Source: an optimization exercise on an open RTL-to-GDS flow (aim: small area and a short achievable clock period). Production flows keep margins and buffers that such runs may drop. RTL that was checked went through simulation tests only; none was proved equivalent to the original. Power and IR drop assume default switching activity.

## rev 12
Design compute_array, start of the top module:
module compute_array (
    input clk, clear,
    input [3:0] tile_opcode,
    input [63:0] value_a, value_b,
    output [63:0] wire_out
);
clock: 16.0 ns
lec_check: 0
cap_margin: 20
core_margin: 2
core_utilization: 40
cts_buf_list: sky130_fd_sc_hd__clkbuf_8
setup_slack_margin: 4.0
slew_margin: 20
synth_hierarchical: 1
synth_minimum_keep_size: 0
standard.sh (not shown) runs the stock make flow with config.mk's settings and CLKGATE_MAP_FILE= SYNTH_SCRIPT=/design/flow/synth_recipe.tcl, a recipe that flattens the netlist after the stock synthesis.
==> flow/flow/run.sh <==
#!/bin/bash
# The standard layout (the standard.sh: standard synthesis, then ORFS to
# finish) with two changes:
# - the port buffers are sky130_fd_sc_hd__buf_1 cells in place of the delay
#   buffers buffer_ports picks by default;
# - before floorplanning, flow/downsize.tcl sets the combinational cells that
#   synthesis sized up back to drive strength 1 (repair sizes up again).
set -euo pipefail
here=$(pwd)
bash standard.sh synth > synth_flow.log 2>&1
bash standard.sh BUFFER_PORTS_ARGS="-buffer_cell sky130_fd_sc_hd__buf_1" \
    PRE_FLOORPLAN_TCL="$here/flow/downsize.tcl" finish > layout_flow.log 2>&1
==> flow/flow/downsize.tcl <==
# Before floorplanning: put every combinational cell that synthesis sized up
# back to its drive-strength-1 variant of the same function. The resizer's
# repair steps later size up again what slew, capacitance or timing need.
set db [ord::get_db]
set block [ord::get_db_block]
set n 0
foreach inst [$block getInsts] {
  set name [[$inst getMaster] getName]
  if { [regexp {^(sky130_fd_sc_hd__[a-z0-9]+)_([0-9]+)$} $name -> base drv] && $drv > 1 } {
    if { [string match "*__df*" $base] || [string match "*__sdf*" $base] || [string match "*__edf*" $base] } {
      continue
    }
    set master [$db findMaster ${base}_1]
    if { $master != "NULL" } {
      $inst swapMaster $master
      incr n
    }
  }
}
puts "downsize.tcl: $n instances set to drive strength 1"
Input-level comparison between rev 13 and rev 12:
# rev 12
export LEC_CHECK = 0
export CAP_MARGIN = 20
export CORE_MARGIN = 2
export CORE_UTILIZATION = 40
export CTS_BUF_LIST = sky130_fd_sc_hd__clkbuf_8
export SETUP_SLACK_MARGIN = 4.0
export SLEW_MARGIN = 20
export SYNTH_HIERARCHICAL = 1
export SYNTH_MINIMUM_KEEP_SIZE = 0
create_clock -name core_clock -period 16.0 [get_ports {clk}]
# rev 13
export LEC_CHECK = 0
export CAP_MARGIN = 20
export CORE_MARGIN = 2
export CORE_UTILIZATION = 40
export CTS_BUF_LIST = sky130_fd_sc_hd__clkbuf_8
export SETUP_SLACK_MARGIN = 3.7
export SLEW_MARGIN = 20
export SYNTH_HIERARCHICAL = 1
export SYNTH_MINIMUM_KEEP_SIZE = 0
create_clock -name core_clock -period 16.0 [get_ports {clk}]
[summary]
Comparing rev 13 and rev 12, portion of total power attributed to sequential cells is higher on rev 13. Rev 13 vs. rev 12: fraction of area in non-clock buffers now sits lower; smallest hold slack now sits lower; sequential share of layout area now sits higher. Comparing rev 13 and rev 12, critical path buffer and inverter count is lower on rev 12. Relative to rev 12, DRC violation total after the first TritonRoute iteration decreased by about 2% in rev 13. The standard cells in rev 13 occupy less silicon area than those in rev 12 do. Looking only at clock group share of total power, and setting everything else aside, the higher value of rev 13 and rev 12 goes to rev 13. When rev 13 is set beside rev 12, its overall power of the completed layout turns out to be about 9% smaller. Lower pre-CTS setup slack goes to rev 12 over rev 13. | clock skew | rev 13 vs rev 12 | 0.0047 ns lower |.
Function was not checked in any run of this note: the RTL went through the layout flow alone.

* * *

Another version of the RTL of compute_array (not shown whole).
Size: about 200 I/O pins, ~19000 um^2 of cells after synthesis.
export LEC_CHECK = 0
export CAP_MARGIN = 0
export CORE_MARGIN = 2
export CORE_UTILIZATION = 40
export CTS_BUF_LIST = sky130_fd_sc_hd__clkbuf_8
export SETUP_SLACK_MARGIN = 3.9
export SLEW_MARGIN = 0
export SYNTH_HIERARCHICAL = 1
export SYNTH_MINIMUM_KEEP_SIZE = 0
create_clock -name core_clock -period 16.0 [get_ports {clk}]
==> flow/flow/run.sh <==
#!/bin/bash
# The standard layout (the standard.sh: standard synthesis, then ORFS to
# finish), with the port buffers made as sky130_fd_sc_hd__buf_1 cells in place
# of the delay buffers buffer_ports picks by default.
set -euo pipefail
bash standard.sh synth > synth_flow.log 2>&1
bash standard.sh BUFFER_PORTS_ARGS="-buffer_cell sky130_fd_sc_hd__buf_1" finish > layout_flow.log 2>&1
Rerun with:
==> flow/flow/run.sh (replaced) <==
#!/bin/bash
# The standard layout (the standard.sh: standard synthesis, then ORFS to
# finish) with two changes:
# - the port buffers are sky130_fd_sc_hd__buf_1 cells in place of the delay
#   buffers buffer_ports picks by default;
# - before floorplanning, flow/downsize.tcl sets the combinational cells that
#   synthesis sized up back to drive strength 1 (repair sizes up again).
set -euo pipefail
here=$(pwd)
bash standard.sh synth > synth_flow.log 2>&1
bash standard.sh BUFFER_PORTS_ARGS="-buffer_cell sky130_fd_sc_hd__buf_1" \
    PRE_FLOORPLAN_TCL="$here/flow/downsize.tcl" finish > layout_flow.log 2>&1
==> flow/flow/downsize.tcl (new file) <==
# Before floorplanning: put every combinational cell that synthesis sized up
# back to its drive-strength-1 variant of the same function. The resizer's
# repair steps later size up again what slew, capacitance or timing need.
set db [ord::get_db]
set block [ord::get_db_block]
set n 0
foreach inst [$block getInsts] {
  set name [[$inst getMaster] getName]
  if { [regexp {^(sky130_fd_sc_hd__[a-z0-9]+)_([0-9]+)$} $name -> base drv] && $drv > 1 } {
    if { [string match "*__df*" $base] || [string match "*__sdf*" $base] || [string match "*__edf*" $base] } {
      continue
    }
    set master [$db findMaster ${base}_1]
    if { $master != "NULL" } {
      $inst swapMaster $master
      incr n
    }
  }
}
puts "downsize.tcl: $n instances set to drive strength 1"
Effect: Die area fell by 2.9%. Power fell by 3.2%. Register-to-register slack gets better by 0.03 ns. Worst hold slack hardly moves. Design area fell by 2.4%. Via count is about the same. Maximum frequency stays flat. Non-clock buffer count fell by 1. Flip-flop and latch count is unchanged. Global-route usage stays flat. Wire length fell by 2.5%.

* * *

compute_array, a different RTL version from the one above (not shown whole).
Size in the first run: roughly 3400 cells after synthesis, ~66 flip-flops, ~200 I/O pins, about 26000 µm² of cells after synthesis.
## compute_array
module compute_array (
    input clk, clear,
    input [3:0] tile_opcode,
    input [63:0] value_a, value_b,
    output [63:0] wire_out
);
    parameter WORD_BITS = 16;
    parameter TILES = 4;
    reg cache_ok, mac_last;
    always @(posedge clk) begin
        cache_ok <= ~clear & (tile_opcode != 4'd8);
        mac_last <= ~clear & (tile_opcode == 4'd15);
    end
    generate
        genvar i;
        for(i = 0; i < TILES; i = i+1) begin: ctl
            computationTile tile_i(clk, clear, tile_opcode, cache_ok, mac_last,
                value_a[WORD_BITS*(i+1)-1:WORD_BITS*i],
                value_b[WORD_BITS*(i+1)-1:WORD_BITS*i],
                wire_out[WORD_BITS*(i+1)-1:WORD_BITS*i]
            );
        end
    endgenerate
endmodule
==> flow/config.mk <==
export PLATFORM = sky130hd
export DESIGN_NAME = compute_array
export DESIGN_NICKNAME = compute_array
export VERILOG_FILES = /design/flow/design.v
export SDC_FILE = /design/flow/constraint.sdc
export NUM_CORES = 4
export LEC_CHECK = 0
export CAP_MARGIN = 20
export CORE_MARGIN = 2
export CORE_UTILIZATION = 40
export SLEW_MARGIN = 20
==> flow/constraint.sdc <==
create_clock -name core_clock -period 16.0 [get_ports {clk}]
set_input_delay 3.2000 -clock core_clock [delete_from_list [all_inputs] [get_ports {clk}]]
set_output_delay 3.2000 -clock core_clock [all_outputs]
set_load 0.01 [all_outputs]
run.sh (not shown) runs the stock make flow with config.mk's settings and CLKGATE_MAP_FILE= SYNTH_SCRIPT=/design/flow/synth_recipe.tcl, a recipe that flattens the netlist after the stock synthesis.
Stock flow here: none of the scripts above is used.
==> next run, changes <==
SETUP_SLACK_MARGIN = 4   (was unset)
After rerunning:
- The changed run finished with timing, DRC and antenna clean
- non-clock buffer count grows by 159
- via count rises by 3.9%
- sequential share of layout area decreases by 0.44 points
==> next run, changes <==
SETUP_SLACK_MARGIN = 2   (was 4)
The new run finished with timing, DRC and antenna clean; core utilization is lower by 4.1 points; count of clock-buffer cells in the layout is higher by 1; via count is lower by 3.1%; wire length is lower by 3.9%; power is lower by 20%; global-route usage is lower by 1.3 points; final cell count is lower by 2.8%; clock skew is higher by 0.0044 ns; sequential power is about the same; fmax is lower by 6.3%; setup slack degrades by 0.86 ns.
Function was not checked in any run of this note: the RTL went through the layout flow alone.

* * *

Setup of oak:
compute_array, a different RTL version from the one above (not shown whole).
For scale: about 200 I/O pins.
clock: 16.0 ns
lec_check: 0
cap_margin: 20
core_margin: 2
core_utilization: 40
setup_slack_margin: 4.0
slew_margin: 20
synth_hierarchical: 1
synth_minimum_keep_size: 0
standard.sh (not shown) runs the stock make flow with config.mk's settings and CLKGATE_MAP_FILE= SYNTH_SCRIPT=/design/flow/synth_recipe.tcl, a recipe that flattens the netlist after the stock synthesis.
==> flow/flow/run.sh <==
#!/bin/bash
# The standard layout (the standard.sh: standard synthesis, then ORFS to
# finish) with two changes:
# - the port buffers are sky130_fd_sc_hd__buf_1 cells in place of the delay
#   buffers buffer_ports picks by default;
# - before floorplanning, flow/downsize.tcl sets the combinational cells that
#   synthesis sized up back to drive strength 1 (repair sizes up again).
set -euo pipefail
here=$(pwd)
bash standard.sh synth > synth_flow.log 2>&1
bash standard.sh BUFFER_PORTS_ARGS="-buffer_cell sky130_fd_sc_hd__buf_1" \
    PRE_FLOORPLAN_TCL="$here/flow/downsize.tcl" finish > layout_flow.log 2>&1
==> flow/flow/downsize.tcl <==
# Before floorplanning: put every combinational cell that synthesis sized up
# back to its drive-strength-1 variant of the same function. The resizer's
# repair steps later size up again what slew, capacitance or timing need.
set db [ord::get_db]
set block [ord::get_db_block]
set n 0
foreach inst [$block getInsts] {
  set name [[$inst getMaster] getName]
  if { [regexp {^(sky130_fd_sc_hd__[a-z0-9]+)_([0-9]+)$} $name -> base drv] && $drv > 1 } {
    if { [string match "*__df*" $base] || [string match "*__sdf*" $base] || [string match "*__edf*" $base] } {
      continue
    }
    set master [$db findMaster ${base}_1]
    if { $master != "NULL" } {
      $inst swapMaster $master
      incr n
    }
  }
}
puts "downsize.tcl: $n instances set to drive strength 1"
oak has completed all stages; timing, DRC and antenna checks passed.
The inputs of pine differ from those of oak as listed below.
# oak
export LEC_CHECK = 0
export CAP_MARGIN = 20
export CORE_MARGIN = 2
export CORE_UTILIZATION = 40
export SETUP_SLACK_MARGIN = 4.0
export SLEW_MARGIN = 20
export SYNTH_HIERARCHICAL = 1
export SYNTH_MINIMUM_KEEP_SIZE = 0
create_clock -name core_clock -period 16.0 [get_ports {clk}]
# pine
export LEC_CHECK = 0
export CAP_MARGIN = 20
export CORE_MARGIN = 2
export CORE_UTILIZATION = 40
export SETUP_SLACK_MARGIN = 3.5
export SLEW_MARGIN = 20
export SYNTH_HIERARCHICAL = 1
export SYNTH_MINIMUM_KEEP_SIZE = 0
create_clock -name core_clock -period 16.0 [get_ports {clk}]
Re number of logic stages on the critical path including buffering: no difference whatsoever between pine and oak.
Flip-flop and latch share of the layout cell area | pine above oak
Instance count of the mapped netlist came out exactly the same in pine and oak.
## Diff of input files: birch against pine
# pine
export LEC_CHECK = 0
export CAP_MARGIN = 20
export CORE_MARGIN = 2
export CORE_UTILIZATION = 40
export SETUP_SLACK_MARGIN = 3.5
export SLEW_MARGIN = 20
export SYNTH_HIERARCHICAL = 1
export SYNTH_MINIMUM_KEEP_SIZE = 0
create_clock -name core_clock -period 16.0 [get_ports {clk}]
# birch
export LEC_CHECK = 0
export CAP_MARGIN = 20
export CORE_MARGIN = 2
export CORE_UTILIZATION = 40
export SETUP_SLACK_MARGIN = 4.5
export SLEW_MARGIN = 20
export SYNTH_HIERARCHICAL = 1
export SYNTH_MINIMUM_KEEP_SIZE = 0
create_clock -name core_clock -period 16.0 [get_ports {clk}]
==> summary.txt <==
Per the comparison of birch with pine, worst-margin pin slew has decreased, detailed route wirelength on metal3 has increased, setup slack has increased, final design utilization has increased.

[what the ideal ports hide]
No port has a modelled driver above. Below, the same layouts with a new extraction and two added sets of constraints.
Step 1 assumes that a clkbuf_16 drives the clock port and a buf_2 every other input.
Step 2 times the ports against the registers' clock, not the clock port: input delays grow and output delays shrink by t, the midpoint of the rising clock arrivals with the driver on.
Slacks: no drivers / after step 1 / after step 2; pairs: no drivers / after step 1.
run | shift t [ns] | setup slack, ns | clock arrival spread, ns | worst register clock-pin slew, ns
rev 12 | 0.496 | 4.073 / 4.048 / 4.048 | 0.026 / 0.026 | 0.11 / 0.11
rev 13 | 0.504 | 3.830 / 3.808 / 3.808 | 0.028 / 0.028 | 0.11 / 0.11
the first run of note 2 | 0.508 | 4.222 / 4.178 / 4.178 | 0.026 / 0.026 | 0.11 / 0.11
the second run of note 2 | 0.484 | 4.222 / 4.198 / 4.198 | 0.012 / 0.012 | 0.10 / 0.10
the first run of note 3 | 0.459 | 1.222 / 1.163 / 1.163 | 0.020 / 0.020 | 0.08 / 0.08
the second run of note 3 | 0.451 | 3.184 / 2.942 / 2.942 | 0.020 / 0.020 | 0.08 / 0.08
the third run of note 3 | 0.462 | 2.320 / 2.204 / 2.204 | 0.021 / 0.021 | 0.09 / 0.09
oak | 0.441 | 4.094 / 3.962 / 3.962 | 0.012 / 0.012 | 0.07 / 0.07
pine | 0.435 | 3.730 / 3.615 / 3.615 | 0.006 / 0.006 | 0.07 / 0.07
birch | 0.444 | 4.012 / 3.821 / 3.821 | 0.010 / 0.010 | 0.07 / 0.07
After both steps every run listed still meets setup and hold. The setup slack of the second run of note 3, which loses most, moves by -0.242 ns with the drivers and by -0.242 ns with both steps.
